This is an optimization exercise on Yosys and OpenROAD, whose aim is small area, a short achievable clock period and few clock cycles per item, not a production implementation.
No functional check of the RTL was part of any run shown here.

<file path="design/flow/config.mk">
export PLATFORM = sky130hd
export DESIGN_NAME = friet_ae_32_bits
export DESIGN_NICKNAME = friet_ae_32_bits
export VERILOG_FILES = /design/flow/design.v
export SDC_FILE = /design/flow/constraint.sdc
export NUM_CORES = 4
export LEC_CHECK = 0
export CAP_MARGIN = 20
export CORE_MARGIN = 2
export CORE_UTILIZATION = 40
export SETUP_SLACK_MARGIN = 3.2
export SLEW_MARGIN = 20
</file>
<file path="design/flow/constraint.sdc">
create_clock -name core_clock -period 5.0 [get_ports {clk}]
set_input_delay 1.0000 -clock core_clock [delete_from_list [all_inputs] [get_ports {clk}]]
set_output_delay 1.0000 -clock core_clock [all_outputs]
set_load 0.01 [all_outputs]
</file>
<file path="design/flow/design.v">
module friet_permutation_round (a, b, c, rc, new_a, new_b, new_c);
input [127:0] a;
input [127:0] b;
input [127:0] c;
input [4:0] rc;
output [127:0] new_a;
output [127:0] new_b;
output [127:0] new_c;
wire [127:0] cc;
wire [127:0] fm;
wire [127:0] t;
assign cc[0]  = c[0]  ^ (rc[0] & (~rc[4]));
assign cc[4]  = c[4]  ^ (rc[1] & (~rc[4]));
assign cc[8]  = c[8]  ^ (rc[2] & (~rc[4]));
assign cc[12] = c[12] ^ (rc[3] & (~rc[4]));
assign cc[16] = c[16] ^ (rc[0] & rc[4]);
assign cc[20] = c[20] ^ (rc[1] & rc[4]);
assign cc[24] = c[24] ^ (rc[2] & rc[4]);
assign cc[28] = c[28] ^ (rc[3] & rc[4]);
assign cc[3:1]    = c[3:1];
assign cc[7:5]    = c[7:5];
assign cc[11:9]   = c[11:9];
assign cc[15:13]  = c[15:13];
assign cc[19:17]  = c[19:17];
assign cc[23:21]  = c[23:21];
assign cc[27:25]  = c[27:25];
assign cc[127:29] = c[127:29];
assign fm = {a[46:0], a[127:47]} ^ {cc[47:0], cc[127:48]};
assign t = a ^ b ^ cc;
assign new_c = fm ^ a;
assign new_b = fm ^ {a[126:0], a[127]} ^ b;
assign new_a = ({new_c[60:0], new_c[127:61]} & {new_b[91:0], new_b[127:92]}) ^ t;
endmodule
module friet_permutation_rc(rc, new_rc);
input [4:0] rc;
output [4:0] new_rc;
assign new_rc[0] = rc[0] ^ rc[3];
assign new_rc[1] = rc[0];
assign new_rc[2] = rc[1];
assign new_rc[3] = rc[2];
assign new_rc[4] = ~rc[4];
endmodule
module friet_ae_32_bits(clk, arstn, din, din_valid, din_ready, dout, dout_valid, dout_ready);
input clk;
input arstn;
input [31:0] din;
input din_valid;
output din_ready;
output [31:0] dout;
output dout_valid;
input dout_ready;
localparam [4:0] RC_START = 5'b01111;
localparam [4:0] RC_PEN   = 5'b01100;
localparam [4:0] RC_LAST  = 5'b11001;
reg [31:0] din_q;
reg vld_q;
reg din_ready_q;
reg [2:0] room;
wire take = din_valid & din_ready_q;
always @(posedge clk) begin
    din_q <= din;
end
wire [1:0] inc;
wire data_grant;
wire [2:0] data_amt;
wire [2:0] room_inc = room + {1'b0, inc};
always @(posedge clk or negedge arstn) begin
    if (arstn == 1'b0) begin
        vld_q <= 1'b0;
        room <= 3'd2;
        din_ready_q <= 1'b1;
    end else begin
        vld_q <= take;
        if (data_grant == 1'b1) begin
            room <= data_amt;
        end else if (take == 1'b1) begin
            room <= room_inc - 3'd1;
        end else begin
            room <= room_inc;
        end
        din_ready_q <= data_grant | (inc != 2'b00) | (take ? (room[2:1] != 2'b00) : din_ready_q);
    end
end
assign din_ready = din_ready_q;
reg p_cmd, p_size, p_data, p_orw;
reg o_abs, o_enc, o_dec, o_gtag, o_vtag;
reg busy;
reg clr;
reg pad0_pend;
reg pad0_abs;       
reg granted;
reg dec16_pend;
reg gblk_done;      
reg gtag_done;
reg orw_done;
reg zero_done;
reg noop_done;
reg [31:0] ctr;
reg gt16;           
reg [1:0] widx;
reg [4:0] rc;
reg [383:0] state;
reg [31:0] acc;
reg [31:0] reg_dout;
reg reg_dout_valid;
wire o_data = o_abs | o_enc | o_dec | o_vtag;
wire o_dup = o_abs | o_enc | o_dec;
wire [3:0] ctr_low_m1 = ctr[3:0] - 4'd1;
wire [1:0] nm1 = gt16 ? 2'd3 : ctr_low_m1[3:2];
wire final_blk = ~gt16;
wire last_w = (widx == nm1);
wire op_last_w = final_blk & last_w;
wire partial = op_last_w & (ctr[1:0] != 2'b00);
wire full_end = op_last_w & (ctr[1:0] == 2'b00);
wire [3:0] bmask;
assign bmask[0] = 1'b1;
assign bmask[1] = ~partial | (ctr[1:0] != 2'b01);
assign bmask[2] = ~partial | (ctr[1:0] == 2'b11);
assign bmask[3] = ~partial;
wire [31:0] mask = {{8{bmask[3]}}, {8{bmask[2]}}, {8{bmask[1]}}, {8{bmask[0]}}};
wire [3:0] pbyte;
assign pbyte[0] = 1'b0;
assign pbyte[1] = partial & (ctr[1:0] == 2'b01);
assign pbyte[2] = partial & (ctr[1:0] == 2'b10);
assign pbyte[3] = partial & (ctr[1:0] == 2'b11);
wire [31:0] inpad = {6'd0, pbyte[3], pbyte[3] & o_abs, 6'd0, pbyte[2], pbyte[2] & o_abs,
                     6'd0, pbyte[1], pbyte[1] & o_abs, 8'd0};
wire s_idle = ~busy & ~clr & ~pad0_pend;
wire dstep = vld_q & p_data;
wire dstep_x = dstep & o_dup;
wire emit_ok = p_data & o_gtag & s_idle & ~gblk_done;
wire emit = emit_ok & dout_ready;
reg [31:0] wsel;
always @(*) begin
    case (widx)
        2'd0 : wsel = state[31:0];
        2'd1 : wsel = state[63:32];
        2'd2 : wsel = state[95:64];
        default : wsel = state[127:96];
    endcase
end
wire [3:0] wsel_1h;
assign wsel_1h[0] = dstep_x & (widx == 2'd0);
assign wsel_1h[1] = dstep_x & (widx == 2'd1);
assign wsel_1h[2] = dstep_x & (widx == 2'd2);
assign wsel_1h[3] = dstep_x & (widx == 2'd3);
wire npad_en = dstep_x & (full_end | (~final_blk & (widx == 2'd3)));
wire npad0 = final_blk ? o_abs : ~o_abs;
wire spad_en = gblk_done | (dstep & o_vtag & last_w);
wire zpad_en = pad0_pend & ~busy & ~clr;
reg [159:0] rate_x;
integer j;
always @(*) begin
    for (j = 0; j < 4; j = j + 1) begin
        rate_x[32*j +: 32] = ({32{wsel_1h[j]}} & mask & (o_dec ? (din_q ^ state[32*j +: 32]) : din_q))
                           ^ ({32{wsel_1h[j]}} & inpad);
    end
    rate_x[159:128] = 32'd0;
    for (j = 0; j < 4; j = j + 1) begin
        rate_x[32*(j+1)]     = rate_x[32*(j+1)]     ^ (npad_en & (widx == j) & npad0);
        rate_x[32*(j+1) + 1] = rate_x[32*(j+1) + 1] ^ (npad_en & (widx == j));
    end
    rate_x[0] = rate_x[0] ^ (zpad_en & pad0_abs);
    rate_x[1] = rate_x[1] ^ zpad_en ^ spad_en;
end
wire start_perm = (dstep & last_w) | gblk_done | zpad_en;
wire [383:0] state_round;
wire [4:0] rc_next;
friet_permutation_round round_0(
    .a(state[127:0]), .b(state[255:128]), .c(state[383:256]), .rc(rc),
    .new_a(state_round[127:0]), .new_b(state_round[255:128]), .new_c(state_round[383:256]));
friet_permutation_rc rc_0(.rc(rc), .new_rc(rc_next));
always @(posedge clk) begin
    if (clr == 1'b1) begin
        state <= 384'd0;
    end else if (busy == 1'b1) begin
        state <= state_round;
    end else begin
        state[159:0] <= state[159:0] ^ rate_x;
    end
end
always @(posedge clk) begin
    if (busy == 1'b0) begin
        rc <= RC_START;
    end else begin
        rc <= rc_next;
    end
end
wire cmd_step = vld_q & p_cmd;
wire [7:0] cmd = din_q[7:0];
wire cmd_clear = cmd_step & (cmd == 8'h00);
wire cmd_op = (cmd >= 8'h01) & (cmd <= 8'h05);
wire size_step = vld_q & p_size;
wire size_zero = (din_q == 32'd0);
wire size_gt16 = (din_q[31:5] != 27'd0) | (din_q[4] & (din_q[3:0] != 4'd0));
always @(posedge clk or negedge arstn) begin
    if (arstn == 1'b0) begin
        busy <= 1'b0;
    end else if (cmd_clear == 1'b1) begin
        busy <= 1'b0;
    end else if (start_perm == 1'b1) begin
        busy <= 1'b1;
    end else if (busy == 1'b1 && rc == RC_LAST) begin
        busy <= 1'b0;
    end
end
always @(posedge clk or negedge arstn) begin
    if (arstn == 1'b0) begin
        clr <= 1'b1;
    end else begin
        clr <= cmd_clear;
    end
end
always @(posedge clk or negedge arstn) begin
    if (arstn == 1'b0) begin
        pad0_pend <= 1'b0;
    end else if (cmd_clear == 1'b1) begin
        pad0_pend <= 1'b0;
    end else if (size_step == 1'b1 && size_zero == 1'b1 && o_dup == 1'b1) begin
        pad0_pend <= 1'b1;
    end else if (zpad_en == 1'b1) begin
        pad0_pend <= 1'b0;
    end
end
always @(posedge clk) begin
    if (size_step == 1'b1 && size_zero == 1'b1 && o_dup == 1'b1) begin
        pad0_abs <= o_abs;
    end
end
wire blk_end = (dstep | emit) & last_w;
wire op_end = (dstep | emit) & op_last_w;
always @(posedge clk or negedge arstn) begin
    if (arstn == 1'b0) begin
        p_cmd <= 1'b1;
        p_size <= 1'b0;
        p_data <= 1'b0;
        p_orw <= 1'b0;
    end else begin
        p_cmd <= (p_cmd & ~(vld_q & cmd_op)) | (size_step & size_zero) | (op_end & ~o_vtag) | (p_orw & dout_ready);
        p_size <= (p_size & ~vld_q) | (cmd_step & cmd_op);
        p_data <= (p_data & ~op_end) | (size_step & ~size_zero);
        p_orw <= (p_orw & ~dout_ready) | (op_end & o_vtag);
    end
end
always @(posedge clk) begin
    if (cmd_step == 1'b1) begin
        o_abs <= (cmd[2:0] == 3'd1);
        o_enc <= (cmd[2:0] == 3'd2);
        o_dec <= (cmd[2:0] == 3'd3);
        o_gtag <= (cmd[2:0] == 3'd4);
        o_vtag <= (cmd[2:0] == 3'd5);
    end
end
always @(posedge clk) begin
    if (size_step == 1'b1) begin
        ctr <= din_q;
        gt16 <= size_gt16;
    end else if (dec16_pend == 1'b1) begin
        ctr[31:4] <= ctr[31:4] - 28'd1;
        gt16 <= (ctr[31:6] != 26'd0) | (ctr[5] & (ctr[4:0] != 5'd0));
    end
end
always @(posedge clk or negedge arstn) begin
    if (arstn == 1'b0) begin
        dec16_pend <= 1'b0;
        gblk_done <= 1'b0;
    end else begin
        dec16_pend <= blk_end & ~final_blk;
        gblk_done <= emit & last_w;
    end
end
always @(posedge clk) begin
    if (size_step == 1'b1) begin
        widx <= 2'd0;
    end else if (dstep | emit) begin
        widx <= last_w ? 2'd0 : widx + 2'd1;
    end
end
wire s_ready_soon = ~clr & ~pad0_pend & (~busy | rc == RC_PEN | rc == RC_LAST);
assign data_grant = p_data & o_data & ~granted & s_ready_soon;
always @(posedge clk) begin
    if (size_step == 1'b1) begin
        granted <= 1'b0;
    end else if (dstep == 1'b1 && last_w == 1'b1) begin
        granted <= 1'b0;
    end else if (data_grant == 1'b1) begin
        granted <= 1'b1;
    end
end
always @(posedge clk or negedge arstn) begin
    if (arstn == 1'b0) begin
        gtag_done <= 1'b0;
        orw_done <= 1'b0;
        zero_done <= 1'b0;
        noop_done <= 1'b0;
    end else begin
        gtag_done <= emit & op_last_w;
        orw_done <= p_orw & dout_ready;
        zero_done <= size_step & size_zero;
        noop_done <= cmd_step & ~cmd_op;
    end
end
assign data_amt = {1'b0, nm1} + 3'd1 + {final_blk & ~o_vtag, 1'b0};
assign inc = {zero_done | gtag_done | orw_done, noop_done};
wire [31:0] w_m = (o_vtag | o_gtag) ? (wsel & mask) : wsel;
wire [31:0] w_x = o_gtag ? w_m : (din_q ^ w_m);
wire [31:0] out_word = (o_enc | o_dec) ? (w_x & mask) : w_x;
always @(posedge clk) begin
    if (size_step == 1'b1) begin
        acc <= 32'd0;
    end else if (dstep == 1'b1 && o_vtag == 1'b1) begin
        acc <= acc | w_x;
    end
end
always @(posedge clk) begin
    if (p_orw == 1'b1) begin
        reg_dout <= acc;
    end else begin
        reg_dout <= out_word;
    end
end
always @(posedge clk or negedge arstn) begin
    if (arstn == 1'b0) begin
        reg_dout_valid <= 1'b0;
    end else begin
        reg_dout_valid <= (dstep & ~o_abs) | emit | (p_orw & dout_ready);
    end
end
assign dout = reg_dout;
assign dout_valid = reg_dout_valid;
endmodule
</file>
<file path="design/flow/run.sh">
#!/bin/bash
# synth_recipe.tcl (not shown) runs the flow's synth.tcl, then flattens the netlist and writes it again
# the make line also repeats each setting of config.mk as NAME=value (left out here)
make -C /OpenROAD-flow-scripts/flow DESIGN_CONFIG=/design/flow/config.mk WORK_HOME=/design/flow/orfs CLKGATE_MAP_FILE= SYNTH_SCRIPT=/design/flow/synth_recipe.tcl finish
</file>
==> parameters.txt, run 1 <==
Parameter                              Value

Logic synthesis
  Total of warnings raised by yosys    1
  Post-synthesis register bit count    546
  Proportion of synthesized chip area in sequential cells    33.9%
  Mean instance size in the synthesized netlist    8.66 µm²
  Post-Synthesis Net Count    a little under 4,000
  Share of flip-flops with an asynchronous set or reset after synthesis    3.48%
  Number of flops mapped to enable cells by yosys    39
  Summed instance area of the synthesized netlist    33,600 µm²
  Portion of synthesized cell area occupied by the leading cell type    29.0%
  Cell type contributing the most total cell area after synthesis    sky130_fd_sc_hd__dfxtp_1
  Number of distinct library cell variants in the gate-level netlist after synthesis    between 70 and 80
  Post-Syn Instances    3,887
  Largest cells by area after synthesis    sky130_fd_sc_hd__dfxtp_1 (29%), sky130_fd_sc_hd__xnor2_1 (20%), sky130_fd_sc_hd__xor2_1 (8.0%)
  Primary flip-flop cell chosen by synthesis mapping    sky130_fd_sc_hd__dfxtp_1

Die
  Number of cell rows    106
  I/O pin count    70
  Die Width    294 µm
  Core area    83,400 µm²
  Starting Density    between 40 and 50%
  Die Span Y    294 µm
  Area enclosed by the die boundary    86,500 µm²

Drt
  Final wirelength    around 140 mm
  Number of violations reported at the end of detailed-routing iteration 0    3,893
  Post-route ant nets    0
  Wire length per cell after detailed routing    27.3 µm
  DRC viols    0
  Vias    approximately 30,000
  Total iterations of the first detailed-routing run    14
  Vias per std cell    5.91

Worst setup path
  Largest driver fanout on the critical path    8
  Data required time of the worst path    5.59 ns
  Data arrival time of the critical path    ~3.2 ns
  Worst setup SP type    flip-flop
  Critical path capture point type    flip-flop
  Kind of critical path    flip-flop to flip-flop

Place
  Pre-CTS WS    2.14 ns
  RePlAce Congestion    0.942
  Detailed placement HPWL    86.5 mm
  Placed Instances    4,739
  Number of port buffers    69

Clock tree
  Hold buffer count at CTS    0
  Number of clock buffers inserted by TritonCTS    60
  Clock root buffer    sky130_fd_sc_hd__clkbuf_16
  Depth of the CTS H-tree    2
  Clock-pin slew of the registers on the worst-case setup and hold paths    ~0.070 ns
  Clock Sinks    546
  Clock tree from TritonCTS    built
  Clk buf depth    3
  Clock network latency to the later pin of the worst-skew pair    0.66 ns

Timing
  Worst relative slew slack    46.4%
  Min Tclk post-route    ~2.6 ns
  Final number of max-transition violations    0
  Slew at the pin with the worst max-slew slack    0.801 ns
  # setup viols final    0
  Final setup skew    0.0215 ns
  Total Negative Setup Slacks    0 ns
  Fmax    388 MHz
  Final hold violation count    0
  RSZ-0062 raised after global routing    yes
  Period utilization    between 50% and 60%
  Final setup slack of the worst path    roughly 2.4 ns

Run status
  Run status    finished clean

GRT
  Number of antenna violations at the first check in global routing    2
  Overall overflow remaining after global route    0
  First-pass GRT wire length    194 mm
  Maximum number of pins on one net before global-route repair    77
  Overall routing resource usage    30.5%
  Via count of the first global-routing pass    27,900

Flow run
  Max-capacitance violation count    0

Cells and area
  Cell Count, Final, Fillers Out    about 5,000
  Final Net Count    roughly 4,000
  Fraction of layout cells with a size suffix above 1    22.7%
  Layout-stage area growth over the synthesis result    27.7%
  Final design utilization    roughly half

Min path
  Hold WC Path Type    input pin to async pin
[Yosys cell counts (all sizes together) (20+ instances only)]
cell type	count
buf	39
inv	29
dfxtp	488
xnor2	771
nor2	417
o22ai	62
nand3	29
o21ai	194
a311oi	20
a22oi	31
nand2b	30
o21a	22
nor3	40
mux2i	116
a22o	50
xnor3	26
xor2	309
nand2	360
a222oi	32
a211oi	41
edfxtp	39
nor2b	67
clkbuf	303
a21oi	110
[cell families after synthesis]
| kind of cell | count (synthesis) | synth area share (%) |
|---|---|---|
| muxes | 132 | 3.99 |
| xor gates and xnor gates | 1111 | 30.2 |
| adders and majority gates | 9 | 0.379 |
| DFF | 546 | 33.9 |
| buffers and inverters | 372 | 4.28 |
| and+or+nand+nor | 1025 | 13.2 |
| AOI/OAI and AO/OA | 692 | 14.0 |
[what timing repair did]
item,in CTS,in global routing
endpoints found under the setup margin,551,407
setup buffers,158,53
cloned,28,7
resized for setup,584,268
pin swaps,154,173
[per-stage QoR]
stage / cell area, µm² / hold WS (ns)
3_3_place_gp: 35400 / 0.445
2_1_floorplan: 34700 / 0.422
4_1_cts: 41200 / 0.471
6_report: 43000 / 0.321
3_5_place_dp: 35400 / 0.452
5_1_grt: 43000 / 0.347
[flip-flops by register name (all words and copies together) (netlist names), 2 cells and up]
| register | flops |
|---|---|
| state | 384 |
| acc | 32 |
| ctr | 32 |
| din_q | 32 |
| reg_dout | 32 |
| rc | 5 |
| room | 3 |
| widx | 2 |
[worst paths after layout]
check	startpoint	cells past startpoint	to	slack, ns
hold / removal	arstn	1	dec16_pend	0.32
setup / recovery	ctr[0]	9	state[128]	2.42
setup reg to reg	ctr[0]	9	state[128]	2.42
max in group asynchronous	arstn	1	busy	4.29
min in group core_clock	acc[1]	2	acc[1]	0.47
hold reg to reg	acc[1]	2	acc[1]	0.47
[placed cells by master (no fill, tap or decap), types with 14 or more instances in the layout]
cell | synthesis | final
sky130_fd_sc_hd__xnor2_1 | 771 | 743
sky130_fd_sc_hd__dfxtp_1 | 488 | 406
sky130_fd_sc_hd__nor2_1 | 417 | 395
sky130_fd_sc_hd__nand2_1 | 360 | 346
sky130_fd_sc_hd__xor2_1 | 309 | 306
sky130_fd_sc_hd__buf_4 | 1 | 143
sky130_fd_sc_hd__mux2i_1 | 116 | 111
sky130_fd_sc_hd__buf_6 | 4 | 89
sky130_fd_sc_hd__a21oi_1 | 108 | 86
sky130_fd_sc_hd__clkbuf_16 | 0 | 69
sky130_fd_sc_hd__o21ai_0 | 170 | 67
sky130_fd_sc_hd__dfxtp_2 | 0 | 67
sky130_fd_sc_hd__o21ai_1 | 4 | 59
sky130_fd_sc_hd__nor2b_1 | 67 | 59
sky130_fd_sc_hd__o22ai_1 | 62 | 54
sky130_fd_sc_hd__a22o_1 | 50 | 49
sky130_fd_sc_hd__o21ai_2 | 20 | 43
sky130_fd_sc_hd__edfxtp_1 | 39 | 39
sky130_fd_sc_hd__buf_12 | 0 | 37
sky130_fd_sc_hd__a211oi_1 | 41 | 33
sky130_fd_sc_hd__clkdlybuf4s50_1 | 0 | 33
sky130_fd_sc_hd__a222oi_1 | 32 | 32
sky130_fd_sc_hd__xnor2_2 | 0 | 27
sky130_fd_sc_hd__nand2b_1 | 30 | 27
sky130_fd_sc_hd__o21ai_4 | 0 | 25
sky130_fd_sc_hd__xnor3_1 | 26 | 25
sky130_fd_sc_hd__inv_1 | 28 | 22
sky130_fd_sc_hd__o21a_1 | 22 | 22
sky130_fd_sc_hd__nor3_4 | 0 | 21
sky130_fd_sc_hd__a21oi_2 | 1 | 21
sky130_fd_sc_hd__o221ai_1 | 18 | 17
sky130_fd_sc_hd__a22oi_2 | 1 | 16
sky130_fd_sc_hd__nand3_1 | 29 | 15
sky130_fd_sc_hd__a22oi_1 | 30 | 15
sky130_fd_sc_hd__buf_16 | 0 | 15
sky130_fd_sc_hd__dfxtp_4 | 0 | 15
sky130_fd_sc_hd__nor2_4 | 0 | 14
sky130_fd_sc_hd__clkinv_2 | 0 | 14
[worst max-delay path: stages, from the launching register on]
cell and delay (ns):
sky130_fd_sc_hd__edfxtp_1 0.49, sky130_fd_sc_hd__buf_6 0.17, sky130_fd_sc_hd__nor3_4 0.06, sky130_fd_sc_hd__or4_4 0.63, sky130_fd_sc_hd__a21oi_4 0.21, sky130_fd_sc_hd__buf_8 0.16
sky130_fd_sc_hd__a22oi_2 0.11, sky130_fd_sc_hd__buf_4 0.18, sky130_fd_sc_hd__or3_4 0.31, sky130_fd_sc_hd__a31oi_1 0.16
[area by class of cell]
| cell class | instances | area [µm²] |
|---|---|---|
| antenna | 2 | 5.00 |
| clock buffer | 84 | 1720 |
| clock inverter | 27 | 388 |
| fill | 7378 | 40400 |
| inverter | 30 | 135 |
| multi-input combinational | 2982 | 23700 |
| sequential | 546 | 11600 |
| tap | 1080 | 1350 |
| timing repair buffer | 347 | 4100 |
[routing by layer]
layer	GRT usage, %	vias to the layer above	part of all wire [%]
li1	-	13300	-
met5	0	-	0
met4	19.4	0	8.3
met1	38.5	14500	38
met2	46.9	1867	43
met3	6.81	528	11
==> inputs of run 2 (changes only) <==
--- a/design/flow/design.v
+++ b/design/flow/design.v
@@ -107,28 +107,45 @@
 wire o_dup = o_abs | o_enc | o_dec;
 wire [3:0] ctr_low_m1 = ctr[3:0] - 4'd1;
 wire [1:0] nm1 = gt16 ? 2'd3 : ctr_low_m1[3:2];
+reg [3:0] lastpos;
+reg [3:1] pmask;
+reg r_nz;           
+reg [2:0] blk_n;
+reg flags_ok;
+reg size_step_d;
+always @(posedge clk) begin
+    lastpos <= {nm1 == 2'd3, nm1 == 2'd2, nm1 == 2'd1, nm1 == 2'd0};
+    pmask[1] <= (ctr[1:0] != 2'b01);
+    pmask[2] <= (ctr[1:0] == 2'b11);
+    pmask[3] <= 1'b0;
+    r_nz <= ~gt16 & (ctr[1:0] != 2'b00);
+    blk_n <= {1'b0, nm1} + 3'd1;
+    size_step_d <= size_step;
+    flags_ok <= ~size_step & ~size_step_d;
+end
+reg [3:0] widx_1h;
 wire final_blk = ~gt16;
-wire last_w = (widx == nm1);
+wire last_w = |(widx_1h & lastpos);
 wire op_last_w = final_blk & last_w;
-wire partial = op_last_w & (ctr[1:0] != 2'b00);
-wire full_end = op_last_w & (ctr[1:0] == 2'b00);
+wire partial = last_w & r_nz;
+wire full_end = op_last_w & ~r_nz;
 wire [3:0] bmask;
 assign bmask[0] = 1'b1;
-assign bmask[1] = ~partial | (ctr[1:0] != 2'b01);
-assign bmask[2] = ~partial | (ctr[1:0] == 2'b11);
+assign bmask[1] = ~partial | pmask[1];
+assign bmask[2] = ~partial | pmask[2];
 assign bmask[3] = ~partial;
 wire [31:0] mask = {{8{bmask[3]}}, {8{bmask[2]}}, {8{bmask[1]}}, {8{bmask[0]}}};
 wire [3:0] pbyte;
 assign pbyte[0] = 1'b0;
-assign pbyte[1] = partial & (ctr[1:0] == 2'b01);
-assign pbyte[2] = partial & (ctr[1:0] == 2'b10);
-assign pbyte[3] = partial & (ctr[1:0] == 2'b11);
+assign pbyte[1] = partial & ~pmask[1];
+assign pbyte[2] = partial & pmask[1] & ~pmask[2];
+assign pbyte[3] = partial & pmask[2];
 wire [31:0] inpad = {6'd0, pbyte[3], pbyte[3] & o_abs, 6'd0, pbyte[2], pbyte[2] & o_abs,
                      6'd0, pbyte[1], pbyte[1] & o_abs, 8'd0};
 wire s_idle = ~busy & ~clr & ~pad0_pend;
 wire dstep = vld_q & p_data;
 wire dstep_x = dstep & o_dup;
-wire emit_ok = p_data & o_gtag & s_idle & ~gblk_done;
+wire emit_ok = p_data & o_gtag & s_idle & ~gblk_done & flags_ok;
 wire emit = emit_ok & dout_ready;
 reg [31:0] wsel;
 always @(*) begin
@@ -139,12 +156,8 @@
         default : wsel = state[127:96];
     endcase
 end
-wire [3:0] wsel_1h;
-assign wsel_1h[0] = dstep_x & (widx == 2'd0);
-assign wsel_1h[1] = dstep_x & (widx == 2'd1);
-assign wsel_1h[2] = dstep_x & (widx == 2'd2);
-assign wsel_1h[3] = dstep_x & (widx == 2'd3);
-wire npad_en = dstep_x & (full_end | (~final_blk & (widx == 2'd3)));
+wire [3:0] wsel_1h = {4{dstep_x}} & widx_1h;
+wire npad_en = dstep_x & (full_end | (~final_blk & widx_1h[3]));
 wire npad0 = final_blk ? o_abs : ~o_abs;
 wire spad_en = gblk_done | (dstep & o_vtag & last_w);
 wire zpad_en = pad0_pend & ~busy & ~clr;
@@ -157,8 +170,8 @@
     end
     rate_x[159:128] = 32'd0;
     for (j = 0; j < 4; j = j + 1) begin
-        rate_x[32*(j+1)]     = rate_x[32*(j+1)]     ^ (npad_en & (widx == j) & npad0);
-        rate_x[32*(j+1) + 1] = rate_x[32*(j+1) + 1] ^ (npad_en & (widx == j));
+        rate_x[32*(j+1)]     = rate_x[32*(j+1)]     ^ (npad_en & widx_1h[j] & npad0);
+        rate_x[32*(j+1) + 1] = rate_x[32*(j+1) + 1] ^ (npad_en & widx_1h[j]);
     end
     rate_x[0] = rate_x[0] ^ (zpad_en & pad0_abs);
     rate_x[1] = rate_x[1] ^ zpad_en ^ spad_en;
@@ -192,7 +205,6 @@
 wire cmd_op = (cmd >= 8'h01) & (cmd <= 8'h05);
 wire size_step = vld_q & p_size;
 wire size_zero = (din_q == 32'd0);
-wire size_gt16 = (din_q[31:5] != 27'd0) | (din_q[4] & (din_q[3:0] != 4'd0));
 always @(posedge clk or negedge arstn) begin
     if (arstn == 1'b0) begin
         busy <= 1'b0;
@@ -251,14 +263,20 @@
         o_vtag <= (cmd[2:0] == 3'd5);
     end
 end
+reg borrow_q;
 always @(posedge clk) begin
     if (size_step == 1'b1) begin
         ctr <= din_q;
-        gt16 <= size_gt16;
-    end else if (dec16_pend == 1'b1) begin
-        ctr[31:4] <= ctr[31:4] - 28'd1;
-        gt16 <= (ctr[31:6] != 26'd0) | (ctr[5] & (ctr[4:0] != 5'd0));
+    end else begin
+        if (dec16_pend == 1'b1) begin
+            ctr[17:4] <= ctr[17:4] - 14'd1;
+        end
+        if (borrow_q == 1'b1) begin
+            ctr[31:18] <= ctr[31:18] - 14'd1;
+        end
     end
+    borrow_q <= dec16_pend & (ctr[17:4] == 14'd0);
+    gt16 <= (ctr[31:5] != 27'd0) | (ctr[4] & (ctr[3:0] != 4'd0));
 end
 always @(posedge clk or negedge arstn) begin
     if (arstn == 1'b0) begin
@@ -272,12 +290,14 @@
 always @(posedge clk) begin
     if (size_step == 1'b1) begin
         widx <= 2'd0;
+        widx_1h <= 4'b0001;
     end else if (dstep | emit) begin
         widx <= last_w ? 2'd0 : widx + 2'd1;
+        widx_1h <= last_w ? 4'b0001 : {widx_1h[2:0], 1'b0};
     end
 end
 wire s_ready_soon = ~clr & ~pad0_pend & (~busy | rc == RC_PEN | rc == RC_LAST);
-assign data_grant = p_data & o_data & ~granted & s_ready_soon;
+assign data_grant = p_data & o_data & ~granted & s_ready_soon & flags_ok;
 always @(posedge clk) begin
     if (size_step == 1'b1) begin
         granted <= 1'b0;
@@ -300,7 +320,7 @@
         noop_done <= cmd_step & ~cmd_op;
     end
 end
-assign data_amt = {1'b0, nm1} + 3'd1 + {final_blk & ~o_vtag, 1'b0};
+assign data_amt = blk_n + {final_blk & ~o_vtag, 1'b0};
 assign inc = {zero_done | gtag_done | orw_done, noop_done};
 wire [31:0] w_m = (o_vtag | o_gtag) ? (wsel & mask) : wsel;
 wire [31:0] w_x = o_gtag ? w_m : (din_q ^ w_m);
--- a/design/flow/config.mk
+++ b/design/flow/config.mk
@@ -8,5 +8,5 @@
 export CAP_MARGIN = 20
 export CORE_MARGIN = 2
 export CORE_UTILIZATION = 40
-export SETUP_SLACK_MARGIN = 3.2
+export SETUP_SLACK_MARGIN = 2.5
 export SLEW_MARGIN = 20
==> run 2 against run 1 <==
  * Routed wire length shrank 16%
  * Non-clock buffer count fell by 227
  * Utilization is 7.1 points lower
  * Final cell count is 2.9% lower
  * Sequential share of layout area rose by 4.8 points
  * Clock skew grew 0.0080 ns
  * Die area decreased by 0.17%
  * First-iteration DRC count shrank 14%
  * Worst hold slack improved by 0.0026 ns
  * Synthesized cell count increased by 2.1%
  * Critical endpoint is now state[79]
  * Highest routed layer unchanged
==> parameters.txt, run 2 <==
Parameter                              Value

Run status
  Run status    finished clean

Timing
  Final hold violation count    0 (unchanged)
  Period utilization    50.0% (-1.6 points)
  RSZ-0062 raised after global routing    yes
  Fmax    400 MHz (+3.1%)
  Worst relative slew slack    12.5% (-34 points)
  Min Tclk post-route    2.50 ns (-0.0783 ns)
  Slew at the pin with the worst max-slew slack    1.30 ns (+0.494 ns)
  Total Negative Setup Slacks    0 ns (unchanged)
  # setup viols final    0 (unchanged)
  Final number of max-transition violations    0 (unchanged)
  Final setup skew    0.0295 ns (+0.00796 ns)

Cells and area
  Final design utilization    44.4% (-7.1 points)
  Fraction of layout cells with a size suffix above 1    6.36% (-16 points)
  Largest reg by FF count    state
  Flip-flop count of the largest register, all copies and words added    384 (unchanged)
  Most frequent cells in the layout    sky130_fd_sc_hd__xnor2_1 (791), sky130_fd_sc_hd__dfxtp_1 (503), sky130_fd_sc_hd__nor2_1 (409)
  Most frequent standard cell in the layout excluding fill and tap cells    sky130_fd_sc_hd__xnor2_1
  Antenna Cells    0 (-2)
  Layout-stage area growth over the synthesis result    10.3%
  Number of filler cells placed in the layout    8,184 (+11%)
  Final Net Count    3,868 (-3.6%)

Clock tree
  Clock tree from TritonCTS    built
  Clock Sinks    562 (+2.9%)
  Clock network latency to the later pin of the worst-skew pair    0.66 ns (about the same)
  Clock-pin slew of the registers on the worst-case setup and hold paths    0.07 ns (about the same)
  Clock root buffer    sky130_fd_sc_hd__clkbuf_16
  Clk buf depth    3 (unchanged)
  Depth of the CTS H-tree    2 (unchanged)
  Hold buffer count at CTS    0 (unchanged)
  Number of clock buffers inserted by TritonCTS    60 (unchanged)

Drt
  Number of violations reported at the end of detailed-routing iteration 0    3,357 (-14%)
  Final wirelength    117 mm (-16%)
  Wire length per cell after detailed routing    23.7 µm (-13%)
  Vias per std cell    5.51 (-6.8%)
  DRC viols    0 (unchanged)
  Total iterations of the first detailed-routing run    9 (-5)
  Vias    27,300 (-9.5%)
  Post-route ant nets    0 (unchanged)

Logic synthesis
  Primary flip-flop cell chosen by synthesis mapping    sky130_fd_sc_hd__dfxtp_1
  Portion of synthesized cell area occupied by the leading cell type    30.1% (+1.1 points)
  List of most frequent post-synthesis cells    sky130_fd_sc_hd__xnor2_1 (791), sky130_fd_sc_hd__dfxtp_1 (505), sky130_fd_sc_hd__nor2_1 (421)
  Most common cell in the synthesized netlist    sky130_fd_sc_hd__xnor2_1
  Total of warnings raised by yosys    1 (unchanged)
  Mean instance size in the synthesized netlist    8.47 µm² (-2.2%)
  Proportion of synthesized chip area in sequential cells    34.9% (+0.98 points)
  Post-Synthesis Net Count    4,018 (+2.2%)
  Summed instance area of the synthesized netlist    33,600 µm² (-0.17%)
  Post-Syn Instances    3,968 (+2.1%)
  Cell type contributing the most total cell area after synthesis    sky130_fd_sc_hd__dfxtp_1
  Number of distinct library cell variants in the gate-level netlist after synthesis    77 (unchanged)
  Largest cells by area after synthesis    sky130_fd_sc_hd__dfxtp_1 (30%), sky130_fd_sc_hd__xnor2_1 (21%), sky130_fd_sc_hd__xor2_1 (7.5%)
  Share of flip-flops with an asynchronous set or reset after synthesis    3.38% (-0.099 points)
  Number of flops mapped to enable cells by yosys    38 (-2.6%)
  Post-synthesis register bit count    562 (+2.9%)

GRT
  Overall routing resource usage    26.4% (-4.0 points)
  Number of antenna violations at the first check in global routing    0 (-2)
  First-pass GRT wire length    170 mm (-12%)
  Maximum number of pins on one net before global-route repair    128 (+66%)
  Via count of the first global-routing pass    25,200 (-9.6%)
  Overall overflow remaining after global route    0 (unchanged)

Die
  Core area    83,400 µm² (unchanged)
  Die Span Y    294 µm (about the same)
  Number of cell rows    106 (unchanged)
  Starting Density    40.3% (-0.070 points)
  Area enclosed by the die boundary    86,300 µm² (-0.17%)
  I/O pin count    70 (unchanged)
  Die Width    294 µm (about the same)

Worst setup path
  Worst setup SP type    flip-flop
  Data arrival time of the critical path    3.00 ns (-0.17 ns)
  Beginning of the worst register-to-register path    widx_1h[1]
  Critical path capture point type    flip-flop
  Worst setup path start    widx_1h[1]
  Kind of critical path    flip-flop to flip-flop
  Data required time of the worst path    5.50 ns (-0.09 ns)
  Largest driver fanout on the critical path    10 (+2)

Place
  Number of port buffers    69 (unchanged)
  RePlAce Congestion    0.969 (+2.8%)
  Detailed placement HPWL    84.2 mm (-2.6%)

Flow run
  Max-capacitance violation count    0 (unchanged)

Min path
  Hold WC Path Type    input pin to async pin
==> run 2: critical path, stage by stage, from the launching register on <==
cell,delay [ns]
sky130_fd_sc_hd__dfxtp_1,0.42
sky130_fd_sc_hd__a22oi_2,0.48
sky130_fd_sc_hd__a211o_2,0.46
sky130_fd_sc_hd__nand2_1,0.40
sky130_fd_sc_hd__o21ai_0,0.30
sky130_fd_sc_hd__o311a_1,0.19
sky130_fd_sc_hd__o22ai_1,0.07
==> run 2: stage by stage <==
stage                     area, µm²  cells  hold slack, ns  setup slack, ns
after global placement        34700   4828           0.374             2.01
after detailed placement      34700   4828           0.398             1.98
after floorplan               33600   3968           0.368             2.65
final                         37100   4948           0.324             2.50
after global routing          37100   4948           0.350             2.44
after CTS                     36900   4941           0.405             2.46
==> run 2: what timing repair did <==
| item | in CTS | in global routing |
|---|---|---|
| resized for setup | 71 | 32 |
| setup buffers | 0 | 7 |
| endpoints found under the setup margin | 232 | 106 |
| cloned | 1 | 0 |
| pin swaps | 0 | 2 |
==> run 2: worst paths after layout <==
| check | slack, ns | endpoint | cells after the start |
|---|---|---|---|
| min | 0.32 | dec16_pend | 1 |
| max in group asynchronous | 4.28 | busy | 1 |
| min in group core_clock | 0.41 | flags_ok | 1 |
| min reg2reg | 0.41 | flags_ok | 1 |
| max | 2.50 | state[79] | 6 |
| max reg2reg | 2.50 | state[79] | 6 |
==> run 2: layer usage <==
metal	track usage, %	wire length, µm	vias up
li1	-	-	12800
met1	34.9	48400	13000
met2	41.7	51900	1239
met3	4.62	10600	268
met4	12.8	6500	0
met5	0	0	-
==> run 2: cell families (layout without fill, tap and decap cells) <==
group / after synthesis / count (layout) / synth area share [%]
xor gates and xnor gates: 1103 / 1103 / 29.7
and+or+nand+nor: 1100 / 1101 / 14.2
AOI/OAI and AO/OA: 725 / 725 / 13.5
DFF: 562 / 562 / 34.9
buffers and inverters: 368 / 267 / 4.19
muxes: 96 / 96 / 2.94
adders and majority gates: 14 / 14 / 0.544
==> run 2: layout make-up <==
class / count / area (µm²) / area share (%)
sequential: 562 / 11700 / 31.7
clock inverter: 18 / 176 / 0.476
timing repair buffer: 120 / 1120 / 3.01
clock buffer: 94 / 1870 / 5.05
multi-input combinational: 3039 / 20700 / 55.8
tap: 1080 / 1350 / 3.65
inverter: 35 / 138 / 0.371
==> inputs of run 3 (changes only) <==
--- a/design/flow/design.v
+++ b/design/flow/design.v
@@ -49,9 +49,14 @@
 output [31:0] dout;
 output dout_valid;
 input dout_ready;
+parameter ROUNDS = 2;
 localparam [4:0] RC_START = 5'b01111;
-localparam [4:0] RC_PEN   = 5'b01100;
-localparam [4:0] RC_LAST  = 5'b11001;
+localparam [4:0] RC_LAST = (ROUNDS == 1)  ? 5'b11001 :
+                           (ROUNDS == 2)  ? 5'b01100 :
+                           (ROUNDS == 3)  ? 5'b10110 : 5'b01011;
+localparam [4:0] RC_PEN  = (ROUNDS == 1)  ? 5'b01100 :
+                           (ROUNDS == 2)  ? 5'b01011 :
+                           (ROUNDS == 3)  ? 5'b01010 : 5'b01110;
 reg [31:0] din_q;
 reg vld_q;
 reg din_ready_q;
@@ -177,12 +182,25 @@
     rate_x[1] = rate_x[1] ^ zpad_en ^ spad_en;
 end
 wire start_perm = (dstep & last_w) | gblk_done | zpad_en;
-wire [383:0] state_round;
-wire [4:0] rc_next;
-friet_permutation_round round_0(
-    .a(state[127:0]), .b(state[255:128]), .c(state[383:256]), .rc(rc),
-    .new_a(state_round[127:0]), .new_b(state_round[255:128]), .new_c(state_round[383:256]));
-friet_permutation_rc rc_0(.rc(rc), .new_rc(rc_next));
+wire [127:0] ra [0:ROUNDS];
+wire [127:0] rb [0:ROUNDS];
+wire [127:0] rcc [0:ROUNDS];
+wire [4:0] rrc [0:ROUNDS];
+assign ra[0] = state[127:0];
+assign rb[0] = state[255:128];
+assign rcc[0] = state[383:256];
+assign rrc[0] = rc;
+genvar g;
+generate
+    for (g = 0; g < ROUNDS; g = g + 1) begin : rounds
+        friet_permutation_round round_g(
+            .a(ra[g]), .b(rb[g]), .c(rcc[g]), .rc(rrc[g]),
+            .new_a(ra[g+1]), .new_b(rb[g+1]), .new_c(rcc[g+1]));
+        friet_permutation_rc rc_g(.rc(rrc[g]), .new_rc(rrc[g+1]));
+    end
+endgenerate
+wire [383:0] state_round = {rcc[ROUNDS], rb[ROUNDS], ra[ROUNDS]};
+wire [4:0] rc_next = rrc[ROUNDS];
 always @(posedge clk) begin
     if (clr == 1'b1) begin
         state <= 384'd0;
--- a/design/flow/config.mk
+++ b/design/flow/config.mk
@@ -8,5 +8,5 @@
 export CAP_MARGIN = 20
 export CORE_MARGIN = 2
 export CORE_UTILIZATION = 40
-export SETUP_SLACK_MARGIN = 2.5
+export SETUP_SLACK_MARGIN = 2.0
 export SLEW_MARGIN = 20
==> run 3 against run 2 <==
  * First-iteration DRC count is 87% higher
  * Routed wire length up 69%
  * Non-clock buffer count increased by 67
  * Design area up 36%
  * Register-to-register slack got worse by 0.64 ns
  * Final cell count rose by 23%
  * Fmax decreased by 20%
  * Critical path type unchanged
  * Critical endpoint is now state[11]
  * Highest routed layer is now met5
==> parameters.txt, run 3 <==
Parameter                              Value

Run status
  Run status    finished clean

Clock tree
  Number of clock buffers inserted by TritonCTS    71 (+18%)
  Clock-pin slew of the registers on the worst-case setup and hold paths    0.06 ns (about the same)
  Clock root buffer    sky130_fd_sc_hd__clkbuf_16
  Clock Sinks    561 (-0.18%)
  Hold buffer count at CTS    0 (unchanged)
  Clk buf depth    3 (unchanged)
  Clock tree from TritonCTS    built
  Depth of the CTS H-tree    3 (+1)
  Clock network latency to the later pin of the worst-skew pair    0.69 ns (+0.03 ns)

Worst setup path
  Stage delay of the slowest cell on the critical path    0.49 ns (about the same)
  Worst setup path start    o_enc
  Critical path capture point type    flip-flop
  Data required time of the worst path    5.58 ns (+0.08 ns)
  Data arrival time of the critical path    3.72 ns (+0.72 ns)
  Kind of critical path    flip-flop to flip-flop
  Cells along the critical path    o311a_1, nand2_2, buf_4, nor2_2, nand2_1, a21oi_1, a311oi_1, nor2_1, a211oi_1
  Beginning of the worst register-to-register path    o_enc
  Cell with the largest stage delay on the worst path    sky130_fd_sc_hd__o311a_1
  Worst setup SP type    flip-flop
  Critical path buffer and inverter count    1 (+1)
  Largest driver fanout on the critical path    9 (-1)
  Gate family responsible for the most delay along the worst path    compound AO/OA/AOI/OAI gates

Logic synthesis
  Number of distinct library cell variants in the gate-level netlist after synthesis    82 (+6.5%)
  Largest cells by area after synthesis    sky130_fd_sc_hd__dfxtp_1 (23%), sky130_fd_sc_hd__xnor2_1 (19%), sky130_fd_sc_hd__xnor3_1 (9.2%)
  Cell type contributing the most total cell area after synthesis    sky130_fd_sc_hd__dfxtp_1
  Mean instance size in the synthesized netlist    9.25 µm² (+9.3%)
  Number of flops mapped to enable cells by yosys    38 (unchanged)
  Total of warnings raised by yosys    1 (unchanged)
  Proportion of synthesized chip area in sequential cells    26.9% (-8.0 points)
  Post-Syn Instances    4,697 (+18%)
  Primary flip-flop cell chosen by synthesis mapping    sky130_fd_sc_hd__dfxtp_1
  Summed instance area of the synthesized netlist    43,500 µm² (+29%)
  Share of flip-flops with an asynchronous set or reset after synthesis    3.39% (+0.0060 points)
  Portion of synthesized cell area occupied by the leading cell type    23.2% (-6.9 points)
  Most common cell in the synthesized netlist    sky130_fd_sc_hd__xnor2_1
  Post-Synthesis Net Count    4,747 (+18%)
  List of most frequent post-synthesis cells    sky130_fd_sc_hd__xnor2_1 (961), sky130_fd_sc_hd__dfxtp_1 (504), sky130_fd_sc_hd__nor2_1 (444)
  Post-synthesis register bit count    561 (-0.18%)

Cells and area
  Layout-stage area growth over the synthesis result    15.8%
  Largest reg by FF count    state
  Number of filler cells placed in the layout    9,966 (+22%)
  Flip-flop count of the largest register, all copies and words added    384 (unchanged)
  Fraction of layout cells with a size suffix above 1    16.7% (+10 points)
  FF/Latch Area    11,900 µm² (+1.6%)
  Multi-input gate area    32,400 µm² (+57%)
  Final Net Count    4,666 (+21%)
  Most frequent cells in the layout    sky130_fd_sc_hd__xnor2_1 (852), sky130_fd_sc_hd__dfxtp_1 (392), sky130_fd_sc_hd__nor2_1 (353), sky130_fd_sc_hd__xor2_1 (353), sky130_fd_sc_hd__nand2_1 (340)
  Most frequent standard cell in the layout excluding fill and tap cells    sky130_fd_sc_hd__xnor2_1

Timing
  # setup viols final    0 (unchanged)
  Slew at the pin with the worst max-slew slack    1.27 ns (-0.0235 ns)
  Final number of max-transition violations    0 (unchanged)
  Final hold violation count    0 (unchanged)
  Total Negative Setup Slacks    0 ns (unchanged)
  Final setup slack of the worst path    1.86 ns (-0.638 ns)
  WHS    0.298 ns (-0.0254 ns)
  Worst relative slew slack    15.1% (+2.6 points)
  Min Tclk post-route    3.14 ns (+0.638 ns)
  RSZ-0062 raised after global routing    yes
  Final setup skew    0.0369 ns (+0.00741 ns)
  Fmax    319 MHz (-20%)
  Period utilization    62.8% (+13 points)

GRT
  Via count of the first global-routing pass    34,300 (+36%)
  Overall routing resource usage    34.7% (+8.2 points)
  First-pass GRT wire length    271 mm (+59%)
  Maximum number of pins on one net before global-route repair    155 (+21%)
  Overall overflow remaining after global route    0 (unchanged)
  Number of antenna violations at the first check in global routing    11 (+11)

Drt
  Post-route ant nets    0 (unchanged)
  Wire length per cell after detailed routing    32.7 µm (+38%)
  Vias    37,100 (+36%)
  Number of violations reported at the end of detailed-routing iteration 0    6,271 (+87%)
  DRC viols    0 (unchanged)
  Total iterations of the first detailed-routing run    7 (-2)
  Vias per std cell    6.10 (+11%)
  Final wirelength    199 mm (+69%)

Place
  Pre-CTS WS    1.28 ns (-0.707 ns)
  Detailed placement HPWL    151 mm (+80%)
  RePlAce Congestion    1.08 (+12%)
  Number of port buffers    69 (unchanged)

Die
  Number of cell rows    120 (+13%)
  Area enclosed by the die boundary    111,000 µm² (+29%)
  Die Width    334 µm (+14%)
  Core area    107,000 µm² (+29%)
  I/O pin count    70 (unchanged)
  Die Span Y    334 µm (+14%)
  Starting Density    40.5% (+0.22 points)

Min path
  Hold WC Path Type    input pin to async pin

Flow run
  Max-capacitance violation count    0 (unchanged)
==> run 3: changes by cell type in the layout (fill, tap and decap cells not counted), sizes merged, moves of 46 or more <==
cell	delta
buf	+67
xor2	+137
xor3	+53
xnor3	+156
nand2	-63
nor2	+46
a311oi	+60
xnor2	+214
o21ai	+49
==> run 3: layout make-up <==
cell class              instances  area share (%)
clock buffers                  97            4.03
well taps                    1403            3.49
repair buffers                187            3.41
flip-flops and latches        561            23.7
clock inverters                28           0.634
inverters                      34           0.266
multi-input cells            3761            64.4
diodes                          8          0.0398
==> run 3: path summary, 6_finish.rpt <==
path | endpoint | slack, ns | cells after the start
max in group asynchronous | busy | 4.31 | 1
min in group core_clock | flags_ok | 0.38 | 1
max | state[11] | 1.86 | 9
max reg2reg | state[11] | 1.86 | 9
min reg2reg | flags_ok | 0.38 | 1
min | dec16_pend | 0.30 | 1
==> run 3: cells by family (layout without fill, tap and decap cells) <==
logic type	count (synthesis)	after routing	synth area share (%)
simple gates	1136	1136	11.8
fa+ha+maj	14	14	0.420
xor+xnor	1663	1663	42.2
buf+inv	375	346	3.88
compound gates	841	841	12.3
other cells	0	8	0
mux	107	107	2.49
flops	561	561	26.9
==> run 3: timing repair <==
action | in CTS | in global routing
setup buffers | 17 | 18
gates resized for setup | 348 | 218
setup endpoints to repair | 226 | 125
pin swaps | 13 | 24
==> run 3: per-stage QoR <==
stage               util, %  cells  area, µm²
global route           46.8   6071      50300
CTS                    45.7   6052      49000
finish                 46.9   6079      50300
floorplan                 -   4697      43500
detailed placement     42.0   5910      45100
global placement       42.0   5909      45100
==> run 3: routing by layer <==
metal	global-route usage (%)	share of wire, %
met5	0	0.033
met4	24.0	8.7
met3	13.8	15
met2	49.0	40
met1	42.9	36
==> inputs of run 4 (changes only) <==
--- a/design/flow/design.v
+++ b/design/flow/design.v
@@ -118,6 +118,7 @@
 reg [2:0] blk_n;
 reg flags_ok;
 reg size_step_d;
+reg size_step_dd;
 always @(posedge clk) begin
     lastpos <= {nm1 == 2'd3, nm1 == 2'd2, nm1 == 2'd1, nm1 == 2'd0};
     pmask[1] <= (ctr[1:0] != 2'b01);
@@ -126,32 +127,48 @@
     r_nz <= ~gt16 & (ctr[1:0] != 2'b00);
     blk_n <= {1'b0, nm1} + 3'd1;
     size_step_d <= size_step;
-    flags_ok <= ~size_step & ~size_step_d;
+    size_step_dd <= size_step_d;
+    flags_ok <= ~size_step & ~size_step_d & ~size_step_dd;
 end
-reg [3:0] widx_1h;
 wire final_blk = ~gt16;
-wire last_w = |(widx_1h & lastpos);
-wire op_last_w = final_blk & last_w;
-wire partial = last_w & r_nz;
-wire full_end = op_last_w & ~r_nz;
-wire [3:0] bmask;
-assign bmask[0] = 1'b1;
-assign bmask[1] = ~partial | pmask[1];
-assign bmask[2] = ~partial | pmask[2];
-assign bmask[3] = ~partial;
-wire [31:0] mask = {{8{bmask[3]}}, {8{bmask[2]}}, {8{bmask[1]}}, {8{bmask[0]}}};
-wire [3:0] pbyte;
-assign pbyte[0] = 1'b0;
-assign pbyte[1] = partial & ~pmask[1];
-assign pbyte[2] = partial & pmask[1] & ~pmask[2];
-assign pbyte[3] = partial & pmask[2];
-wire [31:0] inpad = {6'd0, pbyte[3], pbyte[3] & o_abs, 6'd0, pbyte[2], pbyte[2] & o_abs,
-                     6'd0, pbyte[1], pbyte[1] & o_abs, 8'd0};
+reg [3:0] widx_1h;
+reg lw_q;
+reg part_q;
+reg [3:1] bm_q;
+reg [15:0] we_q;
+reg [11:0] ip_q;
+reg [3:0] np_q;
+wire adv;
+wire [3:0] widx_1h_n = size_step ? 4'b0001 :
+                       adv ? (lw_q ? 4'b0001 : {widx_1h[2:0], 1'b0}) : widx_1h;
+wire lw_n = |(widx_1h_n & lastpos);
+wire part_n = lw_n & r_nz;
+wire fe_n = final_blk & lw_n & ~r_nz;
+wire [3:1] bm_n = {~part_n, ~part_n | pmask[2], ~part_n | pmask[1]};
+wire [3:1] pb_n = {part_n & pmask[2], part_n & pmask[1] & ~pmask[2], part_n & ~pmask[1]};
+integer jj, kk;
+always @(posedge clk) begin
+    widx_1h <= widx_1h_n;
+    lw_q <= lw_n;
+    part_q <= part_n;
+    bm_q <= bm_n;
+    for (jj = 0; jj < 4; jj = jj + 1) begin
+        we_q[4*jj] <= widx_1h_n[jj] & o_dup;
+        for (kk = 1; kk < 4; kk = kk + 1) begin
+            we_q[4*jj+kk] <= widx_1h_n[jj] & o_dup & bm_n[kk];
+            ip_q[3*jj+kk-1] <= widx_1h_n[jj] & o_dup & pb_n[kk];
+        end
+        np_q[jj] <= widx_1h_n[jj] & o_dup & (fe_n | (gt16 & (jj == 3)));
+    end
+end
+wire last_w = lw_q;
+wire op_last_w = final_blk & lw_q;
+wire [31:0] mask = {{8{bm_q[3]}}, {8{bm_q[2]}}, {8{bm_q[1]}}, 8'hff};
 wire s_idle = ~busy & ~clr & ~pad0_pend;
 wire dstep = vld_q & p_data;
-wire dstep_x = dstep & o_dup;
 wire emit_ok = p_data & o_gtag & s_idle & ~gblk_done & flags_ok;
 wire emit = emit_ok & dout_ready;
+assign adv = dstep | emit;
 reg [31:0] wsel;
 always @(*) begin
     case (widx)
@@ -161,22 +178,26 @@
         default : wsel = state[127:96];
     endcase
 end
-wire [3:0] wsel_1h = {4{dstep_x}} & widx_1h;
-wire npad_en = dstep_x & (full_end | (~final_blk & widx_1h[3]));
 wire npad0 = final_blk ? o_abs : ~o_abs;
 wire spad_en = gblk_done | (dstep & o_vtag & last_w);
 wire zpad_en = pad0_pend & ~busy & ~clr;
 reg [159:0] rate_x;
-integer j;
+integer j, k;
 always @(*) begin
+    rate_x = 160'd0;
     for (j = 0; j < 4; j = j + 1) begin
-        rate_x[32*j +: 32] = ({32{wsel_1h[j]}} & mask & (o_dec ? (din_q ^ state[32*j +: 32]) : din_q))
-                           ^ ({32{wsel_1h[j]}} & inpad);
+        for (k = 0; k < 4; k = k + 1) begin
+            rate_x[32*j+8*k +: 8] = {8{dstep & we_q[4*j+k]}} &
+                (o_dec ? (din_q[8*k +: 8] ^ state[32*j+8*k +: 8]) : din_q[8*k +: 8]);
+        end
+        for (k = 1; k < 4; k = k + 1) begin
+            rate_x[32*j+8*k]     = rate_x[32*j+8*k]     ^ (dstep & ip_q[3*j+k-1] & o_abs);
+            rate_x[32*j+8*k + 1] = rate_x[32*j+8*k + 1] ^ (dstep & ip_q[3*j+k-1]);
+        end
     end
-    rate_x[159:128] = 32'd0;
     for (j = 0; j < 4; j = j + 1) begin
-        rate_x[32*(j+1)]     = rate_x[32*(j+1)]     ^ (npad_en & widx_1h[j] & npad0);
-        rate_x[32*(j+1) + 1] = rate_x[32*(j+1) + 1] ^ (npad_en & widx_1h[j]);
+        rate_x[32*(j+1)]     = rate_x[32*(j+1)]     ^ (dstep & np_q[j] & npad0);
+        rate_x[32*(j+1) + 1] = rate_x[32*(j+1) + 1] ^ (dstep & np_q[j]);
     end
     rate_x[0] = rate_x[0] ^ (zpad_en & pad0_abs);
     rate_x[1] = rate_x[1] ^ zpad_en ^ spad_en;
@@ -308,10 +329,8 @@
 always @(posedge clk) begin
     if (size_step == 1'b1) begin
         widx <= 2'd0;
-        widx_1h <= 4'b0001;
-    end else if (dstep | emit) begin
+    end else if (adv == 1'b1) begin
         widx <= last_w ? 2'd0 : widx + 2'd1;
-        widx_1h <= last_w ? 4'b0001 : {widx_1h[2:0], 1'b0};
     end
 end
 wire s_ready_soon = ~clr & ~pad0_pend & (~busy | rc == RC_PEN | rc == RC_LAST);
==> run 4 against run 3 <==
  * Setup slack got worse by 0.0046 ns
  * Final cell count increased by 6.0%
  * Still clean
  * Largest cell class unchanged
==> parameters.txt, run 4 <==
Parameter                              Value

Cells and area
  Most frequent standard cell in the layout excluding fill and tap cells    sky130_fd_sc_hd__xnor2_1
  Antenna Cells    0 (-8)
  Final design utilization    47.9% (+1.0 points)
  Fraction of layout cells with a size suffix above 1    18.2% (+1.4 points)
  Multi-input gate area    34,300 µm² (+5.9%)
  FF/Latch Area    12,700 µm² (+6.5%)
  Number of filler cells placed in the layout    10,400 (+4.8%)
  Most frequent cells in the layout    sky130_fd_sc_hd__xnor2_1 (864), sky130_fd_sc_hd__nor2_1 (523), sky130_fd_sc_hd__dfxtp_1 (432)
  Layout-stage area growth over the synthesis result    19.0%
  Final Net Count    4,931 (+5.7%)
  Largest reg by FF count    state
  Flip-flop count of the largest register, all copies and words added    384 (unchanged)

Place
  Number of port buffers    69 (unchanged)
  RePlAce Congestion    1.07 (-1.2%)
  Detailed placement HPWL    159 mm (+5.1%)

Die
  Die Width    340 µm (+1.9%)
  Number of cell rows    123 (+2.5%)
  Core area    112,000 µm² (+4.5%)
  Starting Density    40.2% (-0.26 points)
  Die Span Y    340 µm (+1.9%)
  Area enclosed by the die boundary    116,000 µm² (+3.8%)
  I/O pin count    70 (unchanged)

Logic synthesis
  Post-Syn Instances    4,946 (+5.3%)
  Number of distinct library cell variants in the gate-level netlist after synthesis    77 (-6.1%)
  Summed instance area of the synthesized netlist    45,100 µm² (+3.8%)
  List of most frequent post-synthesis cells    sky130_fd_sc_hd__xnor2_1 (1,034), sky130_fd_sc_hd__nor2_1 (621), sky130_fd_sc_hd__dfxtp_1 (541)
  Post-Synthesis Net Count    4,996 (+5.2%)
  Mean instance size in the synthesized netlist    9.12 µm² (-1.4%)
  Primary flip-flop cell chosen by synthesis mapping    sky130_fd_sc_hd__dfxtp_1
  Number of flops mapped to enable cells by yosys    38 (unchanged)
  Share of flip-flops with an asynchronous set or reset after synthesis    3.18% (-0.21 points)
  Post-synthesis register bit count    598 (+6.6%)
  Total of warnings raised by yosys    1 (unchanged)
  Cell type contributing the most total cell area after synthesis    sky130_fd_sc_hd__dfxtp_1
  Most common cell in the synthesized netlist    sky130_fd_sc_hd__xnor2_1
  Proportion of synthesized chip area in sequential cells    27.6% (+0.65 points)
  Largest cells by area after synthesis    sky130_fd_sc_hd__dfxtp_1 (24%), sky130_fd_sc_hd__xnor2_1 (20%), sky130_fd_sc_hd__xor2_1 (8.4%)
  Portion of synthesized cell area occupied by the leading cell type    24.0% (+0.79 points)

Timing
  Slew at the pin with the worst max-slew slack    1.15 ns (-0.120 ns)
  Worst relative slew slack    23.2% (+8.1 points)
  Fmax    318 MHz (-0.14%)
  Final hold violation count    0 (unchanged)
  Min Tclk post-route    3.14 ns (+0.00456 ns)
  # setup viols final    0 (unchanged)
  Period utilization    62.9% (+0.091 points)
  Final number of max-transition violations    0 (unchanged)
  Final setup skew    0.0330 ns (-0.00392 ns)
  RSZ-0062 raised after global routing    yes
  Total Negative Setup Slacks    0 ns (unchanged)

Clock tree
  Clock root buffer    sky130_fd_sc_hd__clkbuf_16
  Clk buf depth    3 (unchanged)
  Clock Sinks    598 (+6.6%)
  Number of clock buffers inserted by TritonCTS    76 (+7.0%)
  Hold buffer count at CTS    0 (unchanged)
  Clock tree from TritonCTS    built
  Depth of the CTS H-tree    3 (unchanged)
  Clock-pin slew of the registers on the worst-case setup and hold paths    0.06 ns (about the same)
  Clock network latency to the later pin of the worst-skew pair    0.68 ns (about the same)

Worst setup path
  Number of cells traversed by the worst register-to-register path    8 (-1)
  Critical path capture point type    flip-flop
  Kind of critical path    flip-flop to flip-flop
  Data required time of the worst path    5.53 ns (-0.05 ns)
  Data arrival time of the critical path    3.67 ns (-0.05 ns)
  Largest driver fanout on the critical path    7 (-2)
  Worst setup SP type    flip-flop

Min path
  Hold WC Path Type    flip-flop to flip-flop
  Hold Path Stages    0

GRT
  Overall overflow remaining after global route    0 (unchanged)
  Maximum number of pins on one net before global-route repair    162 (+4.5%)
  First-pass GRT wire length    275 mm (+1.6%)
  Via count of the first global-routing pass    34,800 (+1.4%)
  Overall routing resource usage    33.9% (-0.77 points)
  Number of antenna violations at the first check in global routing    6 (-5)

Flow run
  Max-capacitance violation count    0 (unchanged)

Drt
  Final wirelength    202 mm (+1.6%)
  Vias    37,800 (+1.9%)
  Number of violations reported at the end of detailed-routing iteration 0    5,645 (-10%)
  DRC viols    0 (unchanged)
  Wire length per cell after detailed routing    31.4 µm (-4.1%)
  Total iterations of the first detailed-routing run    10 (+3)
  Post-route ant nets    0 (unchanged)
  Vias per std cell    5.87 (-3.8%)

Run status
  Run status    finished clean
## run 4: worst paths after layout
| path | start | to | slack (ns) |
|---|---|---|---|
| hold / removal | size_step_d | size_step_dd | 0.35 |
| max in group asynchronous | arstn | busy | 3.51 |
| setup reg to reg | state[25] | state[82] | 1.86 |
| setup / recovery | state[25] | state[82] | 1.86 |
| min in group asynchronous | arstn | reg_dout_valid | 0.84 |
| hold reg to reg | size_step_d | size_step_dd | 0.35 |
## run 4: critical path, stage by stage, from the launching register on
cell and delay [ns]:
sky130_fd_sc_hd__dfxtp_4 0.53, sky130_fd_sc_hd__xnor2_1 0.12, sky130_fd_sc_hd__xnor2_1 0.41, sky130_fd_sc_hd__nor2_2 0.17, sky130_fd_sc_hd__xnor2_4 0.43, sky130_fd_sc_hd__xnor2_1 0.19, sky130_fd_sc_hd__xor2_1 0.20, sky130_fd_sc_hd__or3_1 0.42
sky130_fd_sc_hd__a311oi_4 0.52
## run 4: through the flow
stage / hold WS (ns) / worst slack (ns) / cells / cell area (µm²)
after detailed placement: 0.340 / 0.739 / 6253 / 46900
after floorplan: 0.332 / 2.31 / 4946 / 45100
after global placement: 0.339 / 0.635 / 6253 / 46900
after CTS: 0.358 / 1.85 / 6404 / 51800
after global routing: 0.370 / 1.83 / 6441 / 53700
final: 0.354 / 1.86 / 6441 / 53700
## run 4: logic make-up after synthesis
| family | after synthesis | share of synthesized area, % |
|---|---|---|
| XOR/XNOR | 1707 | 40.3 |
| AND/OR/NAND/NOR | 1277 | 12.9 |
| AO/OA/AOI/OAI | 727 | 10.6 |
| flip-flops | 598 | 27.6 |
| buffers and inverters | 447 | 4.24 |
| multiplexers | 176 | 3.94 |
| adder cells (fa/ha/maj) | 14 | 0.405 |
## run 4: final cells by class
class,count,area share (%)
repair buffers,213,3.57
well taps,1500,3.50
clock inverters,33,0.666
inverters,91,0.643
flip-flops and latches,598,23.7
clock buffers,105,4.05
multi-input cells,3901,63.9
## run 4: what timing repair did
action / 4_1_cts / 5_1_grt
gates resized for setup: 506 / 252
pin swaps: 19 / 47
endpoints found under the setup margin: 323 / 166
buffers inserted: 13 / 37
## run 4: routing by layer
metal | wire (µm) | GRT usage (%) | vias up | part of all wire, %
li1 | - | - | 16300 | -
met1 | 80600 | 45.9 | 18500 | 40
met2 | 81500 | 47.4 | 2415 | 40
met3 | 23900 | 8.72 | 545 | 12
met4 | 16100 | 22.1 | 2 | 8.0
met5 | 11 | 0 | - | 0.0054

[separate check: timing with driven ports]
How much do the figures lean on ideal ports? The routed layouts below were timed once more, with nothing changed but the port constraints.
Step 1: set_driving_cell puts a clkbuf_16 on clk and a buf_2 on each other input, an assumption about the parent block.
Step 2 adds t to the input delays and takes it off the output delays; t is the mean of the earliest and latest rising clock arrival at the registers after step 1. Input paths then give back, and output paths get back, about the clock's delay inside the block.
Three values: no drivers, after step 1, after step 2; two values: the first two.
run	shift t [ns]	setup slack, ns	hold slack, ns	worst data-port slew with drivers (ns)
run 1	0.712	2.420 / 2.420 / 2.420	0.321 / 0.281 / 0.469	0.05
run 2	0.722	2.499 / 2.462 / 2.019	0.324 / 0.271 / 0.412	0.04
run 3	0.744	1.861 / 1.861 / 1.861	0.298 / 0.252 / 0.384	0.05
run 4	0.738	1.856 / 1.856 / 1.568	0.354 / 0.354 / 0.354	0.06
After both steps setup and hold are still met in every run listed. The setup slack of run 2, which loses most, moves by -0.037 ns with the drivers and by -0.480 ns with both steps.
